Background: an optimization exercise with open tools, aiming at small area and a short achievable clock period. Do not read the settings as production practice.
Where RTL was checked, it was by simulation tests only, not by an equivalence proof against the original.
The flow treats the clock pin as an ideal source. Dropping or thinning the clock tree relies on that and would not hold on a real chip.
No activity file was given, so power comes from the tool's default toggle rates.

==> run Y: inputs <==
Design lightHashDES, start of the top module:
module lightHashDES(
    input              clk,
    input              M_valid,
    input              rst_n,
    input      [7:0]   M,
    input     [63:0]   input_length,
    output reg         hash_ready,
    output     [31:0]  digest
);
Settings: LEC_CHECK=0, CAP_MARGIN=20, CORE_MARGIN=2, CORE_UTILIZATION=40, SETUP_SLACK_MARGIN=1.6, SLEW_MARGIN=20, SYNTH_HIERARCHICAL=1; clock period 3.3 ns.
standard.sh (not shown) runs the stock make flow with config.mk's settings and CLKGATE_MAP_FILE= SYNTH_SCRIPT=/design/flow/synth_recipe.tcl, a recipe that flattens the netlist after the stock synthesis.
==> flow/flow/run.sh <==
#!/bin/bash
cp standard.sh standard.sh.txt
export BUFFER_PORTS_ARGS="-buffer_cell sky130_fd_sc_hd__buf_1"
export PRE_CTS_TCL=$(pwd)/flow/cts_hook.tcl
bash standard.sh > standard.log 2>&1
==> flow/flow/cts_hook.tcl <==
# Clock tree of two levels: the clock port drives one root buffer at the
# centre of the flip-flops, which drives four leaf buffers, each driving
# the flip-flops of one quarter of the placement (split at the median x,
# then each half at its median y). All registers get the same depth (two
# buffers), so the tree is balanced; TritonCTS is then skipped.
set nbuf_cell sky130_fd_sc_hd__clkbuf_16
if {[info exists ::env(LEAF_BUF)]} { set nbuf_cell $::env(LEAF_BUF) }
set root_cell sky130_fd_sc_hd__clkbuf_8
if {[info exists ::env(ROOT_BUF)]} { set root_cell $::env(ROOT_BUF) }
set block [ord::get_db_block]
set db [ord::get_db]
set clknet [$block findNet clk]
set master [$db findMaster $nbuf_cell]

set sinks {}
foreach it [$clknet getITerms] {
  set inst [$it getInst]
  set box [$inst getBBox]
  set x [expr {([$box xMin] + [$box xMax]) / 2}]
  set y [expr {([$box yMin] + [$box yMax]) / 2}]
  lappend sinks [list $it $x $y]
}
puts "manual CTS: [llength $sinks] clock sinks"

proc split_half {lst idx} {
  set s [lsort -integer -index $idx $lst]
  set h [expr {[llength $s] / 2}]
  return [list [lrange $s 0 [expr {$h - 1}]] [lrange $s $h end]]
}
set clusters {}
foreach half [split_half $sinks 1] {
  foreach q [split_half $half 2] {
    lappend clusters $q
  }
}

# root buffer at the centre of all sinks
set sx 0; set sy 0
foreach s $sinks { incr sx [lindex $s 1]; incr sy [lindex $s 2] }
set rx [expr {$sx / [llength $sinks]}]
set ry [expr {$sy / [llength $sinks]}]
set rmaster [$db findMaster $root_cell]
set root [odb::dbInst_create $block $rmaster "cts_root"]
set rnet [odb::dbNet_create $block "clknet_cts_root"]
$rnet setSigType CLOCK
[$root findITerm A] connect $clknet
[$root findITerm X] connect $rnet
$root setLocation [expr {$rx - [$rmaster getWidth] / 2}] [expr {$ry - [$rmaster getHeight] / 2}]
$root setPlacementStatus PLACED

set i 0
foreach cl $clusters {
  set n [llength $cl]
  if {$n == 0} { continue }
  set sx 0; set sy 0
  foreach s $cl { incr sx [lindex $s 1]; incr sy [lindex $s 2] }
  set cx [expr {$sx / $n}]
  set cy [expr {$sy / $n}]
  set inst [odb::dbInst_create $block $master "cts_clkbuf_$i"]
  set net [odb::dbNet_create $block "clknet_cts_$i"]
  $net setSigType CLOCK
  [$inst findITerm A] connect $rnet
  [$inst findITerm X] connect $net
  foreach s $cl {
    set it [lindex $s 0]
    $it disconnect
    $it connect $net
  }
  set w [[$inst getMaster] getWidth]
  set h [[$inst getMaster] getHeight]
  $inst setLocation [expr {$cx - $w / 2}] [expr {$cy - $h / 2}]
  $inst setPlacementStatus PLACED
  puts "manual CTS: cts_clkbuf_$i drives $n sinks at ($cx, $cy)"
  incr i
}
$clknet setSigType CLOCK
global_connect

rename clock_tree_synthesis tritoncts_clock_tree_synthesis
proc clock_tree_synthesis {args} {
  puts "manual CTS: clock tree already built, TritonCTS skipped"
}
==> inputs of run F, as changes to run Y <==
==> flow/flow/run.sh (replaced) <==
#!/bin/bash
cp standard.sh standard.sh.txt
export BUFFER_PORTS_ARGS="-buffer_cell sky130_fd_sc_hd__buf_1"
bash standard.sh > standard.log 2>&1
Settings changed: CTS_CLUSTER_DIAMETER from default to 100, CTS_CLUSTER_SIZE from default to 30.
removed: flow/flow/cts_hook.tcl
==> inputs of run A, as changes to run Y <==
==> flow/flow/run.sh (replaced) <==
#!/bin/bash
cp standard.sh standard.sh.txt
export BUFFER_PORTS_ARGS="-buffer_cell sky130_fd_sc_hd__buf_1"
bash standard.sh > standard.log 2>&1
Settings changed: CORE_UTILIZATION 40 to 50.
removed: flow/flow/cts_hook.tcl
==> inputs of run P, as changes to run Y <==
==> flow/flow/run.sh (replaced) <==
#!/bin/bash
cp standard.sh standard.sh.txt
export BUFFER_PORTS_ARGS="-buffer_cell sky130_fd_sc_hd__buf_1"
bash standard.sh > standard.log 2>&1
Settings changed: CORE_UTILIZATION 40 to 35.
removed: flow/flow/cts_hook.tcl
==> impl_metrics.tcl <==
set metrics [dict create \
    rr_startpoint "counter[5]$_DFF_P_" \
    status "timing/DRC/antenna clean" \
    peakVddDrop_mv 0.220 \
    clkPwrFrac 0.251 \
    taps 136 \
    slowest_stage "xnor2_2" \
    drive_gt1_frac 0.149 \
    post_dp_cell_area_mm2 0.00459 \
    p_seq_mw 1.38 \
    p_clk_mw 0.720 \
    dp_slack_ns 1.06 \
]
# the run above: run F

==> impl_metrics.tcl <==
set metrics [dict create \
    status "timing/DRC/antenna clean" \
    rr_startpoint "counter[8]$_DFF_P_" \
    p_seq_mw 1.37 \
    clkPwrFrac 0.200 \
    slowest_stage "dfxtp_2" \
    peakVddDrop_mv 0.252 \
    post_dp_cell_area_mm2 0.00459 \
    dp_slack_ns 1.06 \
    drive_gt1_frac 0.154 \
]
# the run above: run Y

==> impl_metrics.tcl <==
set metrics [dict create \
    status "timing/DRC/antenna clean" \
    slowest_stage "dfxtp_1" \
    max_freq_ghz 0.608 \
    dp_slack_ns 1.09 \
    p_clk_mw 0.913 \
    grt_pass1_wl_um 15400 \
    drive_gt1_frac 0.153 \
    highest-signal-layer "met4" \
    peakVddDrop_mv 0.237 \
    rr_startpoint "counter[9]$_DFF_P_" \
    clkPwrFrac 0.295 \
    largestRegisters "counter (64), f (7)" \
    post_dp_cell_area_mm2 0.00460 \
    p_seq_mw 1.39 \
    taps 143 \
]
# the run above: run P

==> impl_metrics.tcl <==
set metrics [dict create \
    peakVddDrop_mv 0.259 \
    post_dp_cell_area_mm2 0.00456 \
    rr_startpoint "counter[1]$_DFF_P_" \
    p_seq_mw 1.38 \
    slowest_stage "dfxtp_1" \
    die_area_mm2 0.00907 \
    inverters 41 \
    clkPwrFrac 0.243 \
    p_clk_mw 0.696 \
    nNonClkBuffers 115 \
    status "timing/DRC/antenna clean" \
    drive_gt1_frac 0.176 \
    dp_slack_ns 1.03 \
    clock_area_frac 0.0382 \
]
# the run above: run A

In run Y the design's own scripts or RTL, not TritonCTS, make the clock network.

* * *

==> job 8885 <==
lightHashDES, a different RTL version from the one above (not shown whole).
==> flow/config.mk <==
export PLATFORM = sky130hd
export DESIGN_NAME = lightHashDES
export DESIGN_NICKNAME = lightHashDES
export VERILOG_FILES = /design/flow/design.v
export SDC_FILE = /design/flow/constraint.sdc
export NUM_CORES = 4
export LEC_CHECK = 0
export CAP_MARGIN = 20
export CORE_MARGIN = 2
export CORE_UTILIZATION = 40
export SETUP_SLACK_MARGIN = 1.6
export SLEW_MARGIN = 20
export SYNTH_HIERARCHICAL = 1
==> flow/constraint.sdc <==
create_clock -name core_clock -period 3.3 [get_ports {clk}]
set_input_delay 0.6600 -clock core_clock [delete_from_list [all_inputs] [get_ports {clk}]]
set_output_delay 0.6600 -clock core_clock [all_outputs]
set_load 0.01 [all_outputs]
==> flow/flow/run.sh <==
#!/bin/bash
cp standard.sh standard.sh.txt
export BUFFER_PORTS_ARGS="-buffer_cell sky130_fd_sc_hd__buf_1"
export PRE_CTS_TCL=$(pwd)/flow/cts_hook.tcl
bash standard.sh > standard.log 2>&1
==> flow/flow/cts_hook.tcl <==
# Clock tree of one level: the clock port drives NBUF clkbuf_16 cells, each
# driving the flip-flops of one quarter of the placement (split at the
# median x, then each half at its median y). All registers get the same
# depth (one buffer), so the tree is balanced; TritonCTS is then skipped.
set nbuf_cell sky130_fd_sc_hd__clkbuf_16
set block [ord::get_db_block]
set db [ord::get_db]
set clknet [$block findNet clk]
set master [$db findMaster $nbuf_cell]

set sinks {}
foreach it [$clknet getITerms] {
  set inst [$it getInst]
  set box [$inst getBBox]
  set x [expr {([$box xMin] + [$box xMax]) / 2}]
  set y [expr {([$box yMin] + [$box yMax]) / 2}]
  lappend sinks [list $it $x $y]
}
puts "manual CTS: [llength $sinks] clock sinks"

proc split_half {lst idx} {
  set s [lsort -integer -index $idx $lst]
  set h [expr {[llength $s] / 2}]
  return [list [lrange $s 0 [expr {$h - 1}]] [lrange $s $h end]]
}
set clusters {}
foreach half [split_half $sinks 1] {
  foreach q [split_half $half 2] {
    lappend clusters $q
  }
}

set i 0
foreach cl $clusters {
  set n [llength $cl]
  if {$n == 0} { continue }
  set sx 0; set sy 0
  foreach s $cl { incr sx [lindex $s 1]; incr sy [lindex $s 2] }
  set cx [expr {$sx / $n}]
  set cy [expr {$sy / $n}]
  set inst [odb::dbInst_create $block $master "cts_clkbuf_$i"]
  set net [odb::dbNet_create $block "clknet_cts_$i"]
  $net setSigType CLOCK
  [$inst findITerm A] connect $clknet
  [$inst findITerm X] connect $net
  foreach s $cl {
    set it [lindex $s 0]
    $it disconnect
    $it connect $net
  }
  set w [[$inst getMaster] getWidth]
  set h [[$inst getMaster] getHeight]
  $inst setLocation [expr {$cx - $w / 2}] [expr {$cy - $h / 2}]
  $inst setPlacementStatus PLACED
  puts "manual CTS: cts_clkbuf_$i drives $n sinks at ($cx, $cy)"
  incr i
}
$clknet setSigType CLOCK
global_connect

rename clock_tree_synthesis tritoncts_clock_tree_synthesis
proc clock_tree_synthesis {args} {
  puts "manual CTS: clock tree already built, TritonCTS skipped"
}
==> job 9300 (differences from job 8885) <==
--- a/flow/design.v
+++ b/flow/design.v
@@ -140,12 +140,11 @@
     end
 endmodule
 module HashIteration (
     input  [7:0] M,
     output reg   a,
-    output reg   b,
-    output       c       
+    output reg   b
 );
     wire [5:0] x = {M[5], M[7] ^ M[2], M[3], M[0], M[4] ^ M[1], M[6]};
     always @(*) begin
         case (x)
             6'd0 : {a, b} = 2'b01;
@@ -213,11 +212,10 @@
             6'd62: {a, b} = 2'b10;
             6'd63: {a, b} = 2'b11;
             default: {a, b} = 2'b00;
         endcase
     end
-    assign c = a ^ b;
 endmodule
 module cz_inv  (input a, output y);       assign y = ~a;           endmodule
 module cz_nor2 (input a, b, output y);    assign y = ~(a | b);     endmodule
 module cz_nand2(input a, b, output y);    assign y = ~(a & b);     endmodule
 module cz_nor3 (input a, b, c, output y); assign y = ~(a | b | c); endmodule
@@ -233,11 +231,11 @@
     output reg         hash_ready,
     output     [31:0]  digest
 );
     reg        busy;
     reg [63:0] counter;
-    reg        a_t, b_t, c_t;  
+    reg        a_t, b_t;       
     reg  [6:0] f;              
     wire [63:0] counter_d;
     wire start = !busy && M_valid;
     wire z1;
     wire z2;
@@ -682,12 +680,13 @@
     cz_bitn u_b60 (.c(counter[60]), .t(z88), .l(input_length[60]), .s(start), .d(counter_d[60]));
     cz_bitp u_b61 (.c(counter[61]), .t(z169), .l(input_length[61]), .s(start), .d(counter_d[61]));
     cz_bitp u_b62 (.c(counter[62]), .t(z171), .l(input_length[62]), .s(start), .d(counter_d[62]));
     cz_bitp u_b63 (.c(counter[63]), .t(z174), .l(input_length[63]), .s(start), .d(counter_d[63]));
     wire one = counter[0] & ~counter[1] & z2 & ~z190;    
-    wire a_m, b_m, c_m;
-    HashIteration main (.M(M), .a(a_m), .b(b_m), .c(c_m));
+    wire a_m, b_m;
+    HashIteration main (.M(M), .a(a_m), .b(b_m));
+    wire c_t = a_t ^ b_t;
     always @(posedge clk or negedge rst_n) begin
         if (!rst_n) begin
             busy       <= 1'b0;
             hash_ready <= 1'b0;
         end else begin
@@ -704,11 +703,10 @@
     localparam [6:0] OB = CB & ~CA;           
     always @(posedge clk) begin
         counter <= counter_d;
         a_t     <= a_m;
         b_t     <= b_m;
-        c_t     <= c_m;
         f       <= start ? C0 : f ^ CP ^ (OA & {7{a_t}}) ^ (OB & {7{b_t}}) ^ (CC & {7{c_t}});
     end
     assign digest = {
         f[2],  f[6],  f[2],  f[6],  ~f[4], f[3],  f[4],  ~f[3],   
         f[5],  f[5],  ~f[5], ~f[5], ~f[5], 1'b0,  f[5],  1'b0,    
--- a/flow/flow/cts_hook.tcl
+++ b/flow/flow/cts_hook.tcl
@@ -1,10 +1,14 @@
-# Clock tree of one level: the clock port drives NBUF clkbuf_16 cells, each
-# driving the flip-flops of one quarter of the placement (split at the
-# median x, then each half at its median y). All registers get the same
-# depth (one buffer), so the tree is balanced; TritonCTS is then skipped.
-set nbuf_cell sky130_fd_sc_hd__clkbuf_16
+# Clock tree of two levels: the clock port drives one root buffer at the
+# centre of the flip-flops, which drives four leaf buffers, each driving
+# the flip-flops of one quarter of the placement (split at the median x,
+# then each half at its median y). All registers get the same depth (two
+# buffers), so the tree is balanced; TritonCTS is then skipped.
+set nbuf_cell sky130_fd_sc_hd__clkbuf_8
+if {[info exists ::env(LEAF_BUF)]} { set nbuf_cell $::env(LEAF_BUF) }
+set root_cell sky130_fd_sc_hd__clkbuf_8
+if {[info exists ::env(ROOT_BUF)]} { set root_cell $::env(ROOT_BUF) }
 set block [ord::get_db_block]
 set db [ord::get_db]
 set clknet [$block findNet clk]
 set master [$db findMaster $nbuf_cell]
 
@@ -28,10 +32,24 @@
   foreach q [split_half $half 2] {
     lappend clusters $q
   }
 }
 
+# root buffer at the centre of all sinks
+set sx 0; set sy 0
+foreach s $sinks { incr sx [lindex $s 1]; incr sy [lindex $s 2] }
+set rx [expr {$sx / [llength $sinks]}]
+set ry [expr {$sy / [llength $sinks]}]
+set rmaster [$db findMaster $root_cell]
+set root [odb::dbInst_create $block $rmaster "cts_root"]
+set rnet [odb::dbNet_create $block "clknet_cts_root"]
+$rnet setSigType CLOCK
+[$root findITerm A] connect $clknet
+[$root findITerm X] connect $rnet
+$root setLocation [expr {$rx - [$rmaster getWidth] / 2}] [expr {$ry - [$rmaster getHeight] / 2}]
+$root setPlacementStatus PLACED
+
 set i 0
 foreach cl $clusters {
   set n [llength $cl]
   if {$n == 0} { continue }
   set sx 0; set sy 0
@@ -39,11 +57,11 @@
   set cx [expr {$sx / $n}]
   set cy [expr {$sy / $n}]
   set inst [odb::dbInst_create $block $master "cts_clkbuf_$i"]
   set net [odb::dbNet_create $block "clknet_cts_$i"]
   $net setSigType CLOCK
-  [$inst findITerm A] connect $clknet
+  [$inst findITerm A] connect $rnet
   [$inst findITerm X] connect $net
   foreach s $cl {
     set it [lindex $s 0]
     $it disconnect
     $it connect $net
==> notes <==
Job 8885 finished with timing, DRC and antenna clean. Job 9300 completed without violations. In job 8885 the synthesized area is higher than in job 9300, by 1.1%. Sequential power is about the same in job 8885 and job 9300. Worst hold slack: job 9300 is lower than job 8885 (200 ps). Against job 9300, the setup slack of job 8885 is worse by 470 ps. In job 9300 the maximum frequency is larger than in job 8885, by 28%. Against job 8885, the sequential cell count of job 9300 is lower by 1. Against job 9300, the core utilization of job 8885 is lower by 6.0 points. In job 9300 the clock skew is higher than in job 8885, by 5.9 ps.
No run of this note included a check of the RTL's function; only the layout flow was run. In every run of this note, the design's own scripts or RTL, not TritonCTS, make the clock network.

* * *

==> exp/juniper <==
==> flow/design.v <==
module Sbox5 (
    input  [5:0] in,
    output reg [3:0] out
);
    reg [1:0] row;
    reg [3:0] column;
    always @(*) begin
        row = {in[5], in[0]};
        column = in[4:1];
        case (column)
            4'b0000 : case (row)
                        2'b00 :  out = 4'b0010;
                        2'b01 :  out = 4'b1110;
                        2'b10 :  out = 4'b0100;
                        2'b11 :  out = 4'b1011;
                     endcase
            4'b0001 : case (row)
                        2'b00 :  out = 4'b1100;
                        2'b01 :  out = 4'b1011;
                        2'b10 :  out = 4'b0010;
                        2'b11 :  out = 4'b1000;
                     endcase
            4'b0010 : case (row)
                        2'b00 :  out = 4'b0100;
                        2'b01 :  out = 4'b0010;
                        2'b10 :  out = 4'b0001;
                        2'b11 :  out = 4'b1100;
                     endcase
            4'b0011 : case (row)
                        2'b00 :  out = 4'b0001;
                        2'b01 :  out = 4'b1100;
                        2'b10 :  out = 4'b1011;
                        2'b11 :  out = 4'b0111;
                     endcase
            4'b0100 : case (row)
                        2'b00 :  out = 4'b0111;
                        2'b01 :  out = 4'b0100;
                        2'b10 :  out = 4'b1100;
                        2'b11 :  out = 4'b0001;
                     endcase
            4'b0101 : case (row)
                        2'b00 :  out = 4'b1010;
                        2'b01 :  out = 4'b0111;  
                        2'b10 :  out = 4'b1101;
                        2'b11 :  out = 4'b1110;
                     endcase
            4'b0110 : case (row)
                        2'b00 :  out = 4'b1011;
                        2'b01 :  out = 4'b1101;
                        2'b10 :  out = 4'b0111;
                        2'b11 :  out = 4'b0010;
                     endcase
            4'b0111 : case (row)
                        2'b00 :  out = 4'b0110;
                        2'b01 :  out = 4'b0001;
                        2'b10 :  out = 4'b1000;
                        2'b11 :  out = 4'b1101;
                     endcase
            4'b1000 : case (row)
                        2'b00 :  out = 4'b1000;
                        2'b01 :  out = 4'b0101;
                        2'b10 :  out = 4'b1111;
                        2'b11 :  out = 4'b0110;
                     endcase
            4'b1001 : case (row)
                        2'b00 :  out = 4'b0101;
                        2'b01 :  out = 4'b0000;
                        2'b10 :  out = 4'b1001;
                        2'b11 :  out = 4'b1111;
                     endcase
            4'b1010 : case (row)
                        2'b00 :  out = 4'b0011;
                        2'b01 :  out = 4'b1111;
                        2'b10 :  out = 4'b1100;
                        2'b11 :  out = 4'b0000;
                     endcase
            4'b1011 : case (row)
                        2'b00 :  out = 4'b1111;
                        2'b01 :  out = 4'b1100;
                        2'b10 :  out = 4'b0101;
                        2'b11 :  out = 4'b1001;
                     endcase
            4'b1100 : case (row)
                        2'b00 :  out = 4'b1101;
                        2'b01 :  out = 4'b0011;
                        2'b10 :  out = 4'b0110;
                        2'b11 :  out = 4'b1100;
                     endcase
            4'b1101 : case (row)
                        2'b00 :  out = 4'b0000;
                        2'b01 :  out = 4'b1001;
                        2'b10 :  out = 4'b0011;
                        2'b11 :  out = 4'b0100;
                     endcase
            4'b1110 : case (row)
                        2'b00 :  out = 4'b1110;
                        2'b01 :  out = 4'b1000;
                        2'b10 :  out = 4'b0000;
                        2'b11 :  out = 4'b0101;
                     endcase
            4'b1111 : case (row)
                        2'b00 :  out = 4'b1001;
                        2'b01 :  out = 4'b0110;
                        2'b10 :  out = 4'b1110;
                        2'b11 :  out = 4'b0011;
                     endcase
            default: out = 4'h0;
        endcase
    end
endmodule
module Round (
    input  [3:0]  s_box_out,
    input  [31:0] h_in,
    output reg [31:0] h_out
);
    reg [3:0] h_in_n [0:7];
    reg [3:0] h_out_n [0:7];
    integer i;
    reg [3:0] temp;
    reg [1:0] rot;  
    always @(*) begin
        h_in_n[7] = h_in[31:28];
        h_in_n[6] = h_in[27:24];
        h_in_n[5] = h_in[23:20];
        h_in_n[4] = h_in[19:16];
        h_in_n[3] = h_in[15:12];
        h_in_n[2] = h_in[11:8];
        h_in_n[1] = h_in[7:4];
        h_in_n[0] = h_in[3:0];
        for (i = 0; i < 8; i = i + 1) begin
            temp = h_in_n[(i + 2) % 8] ^ s_box_out;
            rot = (i/2);  
            if (rot == 0)
                h_out_n[i] = temp & 4'hF;
            else
                h_out_n[i] = ( ((temp << rot) | (temp >> (4 - rot))) & 4'hF );
        end
        h_out = {h_out_n[7], h_out_n[6], h_out_n[5], h_out_n[4],
                 h_out_n[3], h_out_n[2], h_out_n[1], h_out_n[0]};
    end
endmodule
module HashIteration (
    input  [7:0]  M,
    input  [31:0] h,
    output [31:0] h_out
);
    wire [3:0] s_box_out;
    wire [5:0] M6;
    assign M6 = {M[5], (M[7] ^ M[2]), M[3], M[0], (M[4] ^ M[1]), M[6]};
    Sbox5 sbox (
        .in(M6),
        .out(s_box_out)
    );
    wire [31:0] h1_out;
    wire [31:0] h2_out;
    wire [31:0] h3_out;
    Round round1 (
        .s_box_out(s_box_out),
        .h_in(h),
        .h_out(h1_out)
    );
    Round round2 (
        .s_box_out(s_box_out),
        .h_in(h1_out),
        .h_out(h2_out)
    );
    Round round3 (
        .s_box_out(s_box_out),
        .h_in(h2_out),
        .h_out(h3_out)
    );
    Round round4 (
        .s_box_out(s_box_out),
        .h_in(h3_out),
        .h_out(h_out)
    );
endmodule
module lightHashDES(
    input              clk,
    input              M_valid,
    input              rst_n,
    input      [7:0]   M,
    input     [63:0]   input_length,
    output reg         hash_ready,
    output reg [31:0]  digest
);
    localparam [31:0] IV = 32'hF3C29D4B;  
    reg busy;
    reg [63:0] counter;
    reg [7:0] M_t;
    reg M_valid_t;
    reg [31:0] H;
    wire [31:0] H_fb;
    wire [7:0][3:0] H_array;
    wire [7:0][3:0] H_out_array;
    assign {H_array[7],H_array[6],H_array[5],H_array[4],
            H_array[3],H_array[2],H_array[1],H_array[0]} = H;
    assign H_fb = {H_out_array[7],H_out_array[6],H_out_array[5],H_out_array[4],
                   H_out_array[3],H_out_array[2],H_out_array[1],H_out_array[0]};
    HashIteration main (
        .M(M_t),
        .h(H_array),
        .h_out(H_out_array)
    );
    always @(posedge clk or negedge rst_n) begin
        if (!rst_n) begin
            hash_ready <= 0;
            busy <= 0;
            counter <= 0;
            M_t <= 0;
            M_valid_t <= 0;
            H <= IV;
            digest <= 0;
        end else begin
            if (!busy && M_valid) begin
                busy <= 1;
                counter <= input_length;
                hash_ready <= 0;
                H <= IV;
                M_t <= M;
                M_valid_t <= 1;
            end else if (busy) begin
                if (counter > 0) begin
                    H <= H_fb;
                    counter <= counter - 1;
                    M_t <= M;
                    M_valid_t <= M_valid;
                end
                if (counter == 1) begin
                    busy <= 0;
                    hash_ready <= 1;
                    digest <= H_fb;
                end
            end else begin
                M_valid_t <= 0;
                hash_ready <= 0;
            end
        end
    end
endmodule
==> flow/run.sh <==
#!/bin/bash
# synth_recipe.tcl (not shown) runs the flow's synth.tcl, then flattens the netlist and writes it again
# the make line also repeats each setting of config.mk as NAME=value (left out here)
make -C /OpenROAD-flow-scripts/flow DESIGN_CONFIG=/design/flow/config.mk WORK_HOME=/design/flow/orfs CLKGATE_MAP_FILE= SYNTH_SCRIPT=/design/flow/synth_recipe.tcl finish
==> flow/config.mk <==
export PLATFORM = sky130hd
export DESIGN_NAME = lightHashDES
export DESIGN_NICKNAME = lightHashDES
export VERILOG_FILES = /design/flow/design.v
export SDC_FILE = /design/flow/constraint.sdc
export NUM_CORES = 4
export LEC_CHECK = 0
export CAP_MARGIN = 20
export CORE_MARGIN = 2
export CORE_UTILIZATION = 40
export SLEW_MARGIN = 20
==> flow/constraint.sdc <==
create_clock -name core_clock -period 3.3 [get_ports {clk}]
set_input_delay 0.6600 -clock core_clock [delete_from_list [all_inputs] [get_ports {clk}]]
set_output_delay 0.6600 -clock core_clock [all_outputs]
set_load 0.01 [all_outputs]
==> exp/quartz: changes against exp/juniper <==
--- a/flow/design.v
+++ b/flow/design.v
@@ -140,40 +140,17 @@
     end
 endmodule
 module HashIteration (
-    input  [7:0]  M,
-    input  [31:0] h,
-    output [31:0] h_out
+    input  [7:0] M,
+    output       a,
+    output       b
 );
-    wire [3:0] s_box_out;
-    wire [5:0] M6;
-    assign M6 = {M[5], (M[7] ^ M[2]), M[3], M[0], (M[4] ^ M[1]), M[6]};
+    wire [3:0] s;
     Sbox5 sbox (
-        .in(M6),
-        .out(s_box_out)
+        .in({M[5], (M[7] ^ M[2]), M[3], M[0], (M[4] ^ M[1]), M[6]}),
+        .out(s)
     );
-    wire [31:0] h1_out;
-    wire [31:0] h2_out;
-    wire [31:0] h3_out;
-    Round round1 (
-        .s_box_out(s_box_out),
-        .h_in(h),
-        .h_out(h1_out)
-    );
-    Round round2 (
-        .s_box_out(s_box_out),
-        .h_in(h1_out),
-        .h_out(h2_out)
-    );
-    Round round3 (
-        .s_box_out(s_box_out),
-        .h_in(h2_out),
-        .h_out(h3_out)
-    );
-    Round round4 (
-        .s_box_out(s_box_out),
-        .h_in(h3_out),
-        .h_out(h_out)
-    );
+    assign a = s[0] ^ s[2];
+    assign b = s[1] ^ s[3];
 endmodule
 module lightHashDES(
     input              clk,
@@ -182,59 +159,39 @@
     input      [7:0]   M,
     input     [63:0]   input_length,
     output reg         hash_ready,
-    output reg [31:0]  digest
+    output     [31:0]  digest
 );
-    localparam [31:0] IV = 32'hF3C29D4B;  
-    reg busy;
+    reg        busy;
     reg [63:0] counter;
-    reg [7:0] M_t;
-    reg M_valid_t;
-    reg [31:0] H;
-    wire [31:0] H_fb;
-    wire [7:0][3:0] H_array;
-    wire [7:0][3:0] H_out_array;
-    assign {H_array[7],H_array[6],H_array[5],H_array[4],
-            H_array[3],H_array[2],H_array[1],H_array[0]} = H;
-    assign H_fb = {H_out_array[7],H_out_array[6],H_out_array[5],H_out_array[4],
-                   H_out_array[3],H_out_array[2],H_out_array[1],H_out_array[0]};
-    HashIteration main (
-        .M(M_t),
-        .h(H_array),
-        .h_out(H_out_array)
-    );
+    reg        a_t, b_t;       
+    reg [11:0] f;              
+    wire a_m, b_m;
+    HashIteration main (.M(M), .a(a_m), .b(b_m));
+    wire start = !busy && M_valid;
+    wire last  = busy && (counter == 64'd1);
+    localparam [11:0] C0 = 12'b1010_1101_0101;    
+    localparam [11:0] CP = 12'b0111_1110_0011;
+    localparam [11:0] CA = 12'b1000_0110_1111;
+    localparam [11:0] CB = 12'b0001_1001_1111;
     always @(posedge clk or negedge rst_n) begin
         if (!rst_n) begin
-            hash_ready <= 0;
-            busy <= 0;
-            counter <= 0;
-            M_t <= 0;
-            M_valid_t <= 0;
-            H <= IV;
-            digest <= 0;
+            busy       <= 1'b0;
+            hash_ready <= 1'b0;
         end else begin
-            if (!busy && M_valid) begin
-                busy <= 1;
-                counter <= input_length;
-                hash_ready <= 0;
-                H <= IV;
-                M_t <= M;
-                M_valid_t <= 1;
-            end else if (busy) begin
-                if (counter > 0) begin
-                    H <= H_fb;
-                    counter <= counter - 1;
-                    M_t <= M;
-                    M_valid_t <= M_valid;
-                end
-                if (counter == 1) begin
-                    busy <= 0;
-                    hash_ready <= 1;
-                    digest <= H_fb;
-                end
-            end else begin
-                M_valid_t <= 0;
-                hash_ready <= 0;
-            end
+            hash_ready <= last;
+            busy       <= start | (busy & !last);
         end
     end
+    always @(posedge clk) begin
+        counter <= start ? input_length : counter - 64'd1;
+        a_t     <= a_m;
+        b_t     <= b_m;
+        f       <= start ? C0 : f ^ CP ^ (CA & {12{a_t}}) ^ (CB & {12{b_t}});
+    end
+    assign digest = {
+        f[4],  f[11], f[4],  f[11], f[8],  f[5],  f[7],  f[6],    
+        f[9],  f[9],  f[10], f[10], f[10], 1'b0,  f[9],  1'b0,    
+        f[6],  f[8],  f[5],  f[7],  f[6],  f[4],  f[5],  f[4],    
+        f[3],  f[0],  f[3],  f[1],  f[2],  f[1],  f[2],  f[0]     
+    };
 endmodule
ABC_CLOCK_PERIOD_IN_PS = 1400   (was default)
SETUP_SLACK_MARGIN = 1.6   (was default)
==> exp/cedar: changes against exp/juniper <==
--- a/flow/design.v
+++ b/flow/design.v
@@ -140,40 +140,17 @@
     end
 endmodule
 module HashIteration (
-    input  [7:0]  M,
-    input  [31:0] h,
-    output [31:0] h_out
+    input  [7:0] M,
+    output       a,
+    output       b
 );
-    wire [3:0] s_box_out;
-    wire [5:0] M6;
-    assign M6 = {M[5], (M[7] ^ M[2]), M[3], M[0], (M[4] ^ M[1]), M[6]};
+    wire [3:0] s;
     Sbox5 sbox (
-        .in(M6),
-        .out(s_box_out)
+        .in({M[5], (M[7] ^ M[2]), M[3], M[0], (M[4] ^ M[1]), M[6]}),
+        .out(s)
     );
-    wire [31:0] h1_out;
-    wire [31:0] h2_out;
-    wire [31:0] h3_out;
-    Round round1 (
-        .s_box_out(s_box_out),
-        .h_in(h),
-        .h_out(h1_out)
-    );
-    Round round2 (
-        .s_box_out(s_box_out),
-        .h_in(h1_out),
-        .h_out(h2_out)
-    );
-    Round round3 (
-        .s_box_out(s_box_out),
-        .h_in(h2_out),
-        .h_out(h3_out)
-    );
-    Round round4 (
-        .s_box_out(s_box_out),
-        .h_in(h3_out),
-        .h_out(h_out)
-    );
+    assign a = s[0] ^ s[2];
+    assign b = s[1] ^ s[3];
 endmodule
 module lightHashDES(
     input              clk,
@@ -182,59 +159,39 @@
     input      [7:0]   M,
     input     [63:0]   input_length,
     output reg         hash_ready,
-    output reg [31:0]  digest
+    output     [31:0]  digest
 );
-    localparam [31:0] IV = 32'hF3C29D4B;  
-    reg busy;
+    reg        busy;
     reg [63:0] counter;
-    reg [7:0] M_t;
-    reg M_valid_t;
-    reg [31:0] H;
-    wire [31:0] H_fb;
-    wire [7:0][3:0] H_array;
-    wire [7:0][3:0] H_out_array;
-    assign {H_array[7],H_array[6],H_array[5],H_array[4],
-            H_array[3],H_array[2],H_array[1],H_array[0]} = H;
-    assign H_fb = {H_out_array[7],H_out_array[6],H_out_array[5],H_out_array[4],
-                   H_out_array[3],H_out_array[2],H_out_array[1],H_out_array[0]};
-    HashIteration main (
-        .M(M_t),
-        .h(H_array),
-        .h_out(H_out_array)
-    );
+    reg        a_t, b_t;       
+    reg [11:0] f;              
+    wire a_m, b_m;
+    HashIteration main (.M(M), .a(a_m), .b(b_m));
+    wire start = !busy && M_valid;
+    wire last  = busy && (counter == 64'd1);
+    localparam [11:0] C0 = 12'b1010_1101_0101;    
+    localparam [11:0] CP = 12'b0111_1110_0011;
+    localparam [11:0] CA = 12'b1000_0110_1111;
+    localparam [11:0] CB = 12'b0001_1001_1111;
     always @(posedge clk or negedge rst_n) begin
         if (!rst_n) begin
-            hash_ready <= 0;
-            busy <= 0;
-            counter <= 0;
-            M_t <= 0;
-            M_valid_t <= 0;
-            H <= IV;
-            digest <= 0;
+            busy       <= 1'b0;
+            hash_ready <= 1'b0;
         end else begin
-            if (!busy && M_valid) begin
-                busy <= 1;
-                counter <= input_length;
-                hash_ready <= 0;
-                H <= IV;
-                M_t <= M;
-                M_valid_t <= 1;
-            end else if (busy) begin
-                if (counter > 0) begin
-                    H <= H_fb;
-                    counter <= counter - 1;
-                    M_t <= M;
-                    M_valid_t <= M_valid;
-                end
-                if (counter == 1) begin
-                    busy <= 0;
-                    hash_ready <= 1;
-                    digest <= H_fb;
-                end
-            end else begin
-                M_valid_t <= 0;
-                hash_ready <= 0;
-            end
+            hash_ready <= last;
+            busy       <= start | (busy & !last);
         end
     end
+    always @(posedge clk) begin
+        counter <= start ? input_length : counter - 64'd1;
+        a_t     <= a_m;
+        b_t     <= b_m;
+        f       <= start ? C0 : f ^ CP ^ (CA & {12{a_t}}) ^ (CB & {12{b_t}});
+    end
+    assign digest = {
+        f[4],  f[11], f[4],  f[11], f[8],  f[5],  f[7],  f[6],    
+        f[9],  f[9],  f[10], f[10], f[10], 1'b0,  f[9],  1'b0,    
+        f[6],  f[8],  f[5],  f[7],  f[6],  f[4],  f[5],  f[4],    
+        f[3],  f[0],  f[3],  f[1],  f[2],  f[1],  f[2],  f[0]     
+    };
 endmodule
ABC_CLOCK_PERIOD_IN_PS = 1400   (was default)
SETUP_SLACK_MARGIN = 1.9   (was default)
==> summary.txt <==
Met3 GRT Util: exp/quartz 6.00%; exp/juniper 3.95%; exp/cedar 4.29%
Levels on crit path: exp/quartz 7; exp/juniper 9; exp/cedar 7
Multi-input gate area: exp/quartz 3420 um^2; exp/juniper 3820 um^2; exp/cedar 3540 um^2
Combined area of all synthesized cells: exp/quartz 4510 um^2; exp/juniper 7540 um^2; exp/cedar 4510 um^2
Met1 Track Usage GR: exp/quartz 27.5%; exp/juniper 26.5%; exp/cedar 30.3%
GRT Overall Usage: exp/quartz 22.7%; exp/juniper 18.9%; exp/cedar 23.5%
Detail Placement HPWL: exp/quartz 8690 um; exp/juniper 12,500 um; exp/cedar 8700 um
Clock transition at path regs: exp/quartz 0.06 ns; exp/juniper 0.07 ns; exp/cedar 0.06 ns
Mux cell area share after synthesis: exp/quartz 0.472%; exp/juniper 2.46%; exp/cedar 0.472%
Net switching power: exp/quartz 1.20 mW; exp/juniper 1.67 mW; exp/cedar 1.42 mW
Shortest period the worst path allows: exp/quartz 2.80 ns; exp/juniper 2.99 ns; exp/cedar 2.78 ns
Vias in the first global route: exp/quartz 4,432; exp/juniper 5,916; exp/cedar 4,497
Yosys top cell area share: exp/quartz 34.6%; exp/juniper 39.8%; exp/cedar 34.6%
Reg2reg start: exp/quartz counter[30]; exp/juniper M_t[5]; exp/cedar counter[22]
Cell-internal power: exp/quartz 2.53 mW; exp/juniper 3.84 mW; exp/cedar 2.97 mW
Maximum fanout encountered on the critical timing path: exp/quartz 4; exp/juniper 16; exp/cedar 4
Via total after detailed routing: exp/quartz 4,707; exp/juniper 6,022; exp/cedar 4,741
Result of the run: exp/quartz finished clean; exp/juniper finished clean; exp/cedar finished clean
Power in sequential cells: exp/quartz 1.49 mW; exp/juniper 2.39 mW; exp/cedar 1.55 mW
Function not checked in exp/juniper: the RTL went through the layout flow alone.

-- what the ideal ports hide --
In the flow no input, the clock included, has a driving cell. The finished layouts below were timed again as built, in two steps.
Step 1 assumes that a clkbuf_16 drives the clock port and a buf_2 every other input.
Step 2 moves the port delays by t, midway between the first and last clock arrival at a register: inputs arrive t later, outputs are due t later. That takes back most of the time a late clock gives input paths.
a / b / c = ideal / step 1 / step 2; a / b = the first two.
run | t (ns) | setup slack, ns | hold slack, ns
run Y | 0.378 | 1.647 / 1.647 / 1.440 | 0.081 / 0.073 / 0.429
run F | 0.384 | 1.687 / 1.661 / 1.318 | 0.073 / 0.067 / 0.426
run A | 0.373 | 1.680 / 1.670 / 1.332 | 0.074 / 0.069 / 0.423
run P | 0.371 | 1.654 / 1.617 / 1.338 | 0.097 / 0.084 / 0.431
job 8885 | 0.225 | 1.135 / 1.178 / 0.953 | 0.284 / 0.250 / 0.429
job 9300 | 0.374 | 1.604 / 1.595 / 1.221 | 0.085 / 0.088 / 0.434
exp/juniper | 0.468 | 0.306 / 0.306 / 0.306 | 0.204 / 0.196 / 0.485
exp/quartz | 0.378 | 0.499 / 0.499 / 0.499 | 0.406 / 0.406 / 0.406
exp/cedar | 0.379 | 0.521 / 0.521 / 0.521 | 0.476 / 0.471 / 0.516
After both steps setup and hold are still met in every run listed. The setup slack of job 9300, which loses most, moves by -0.009 ns with the drivers and by -0.383 ns with both steps.
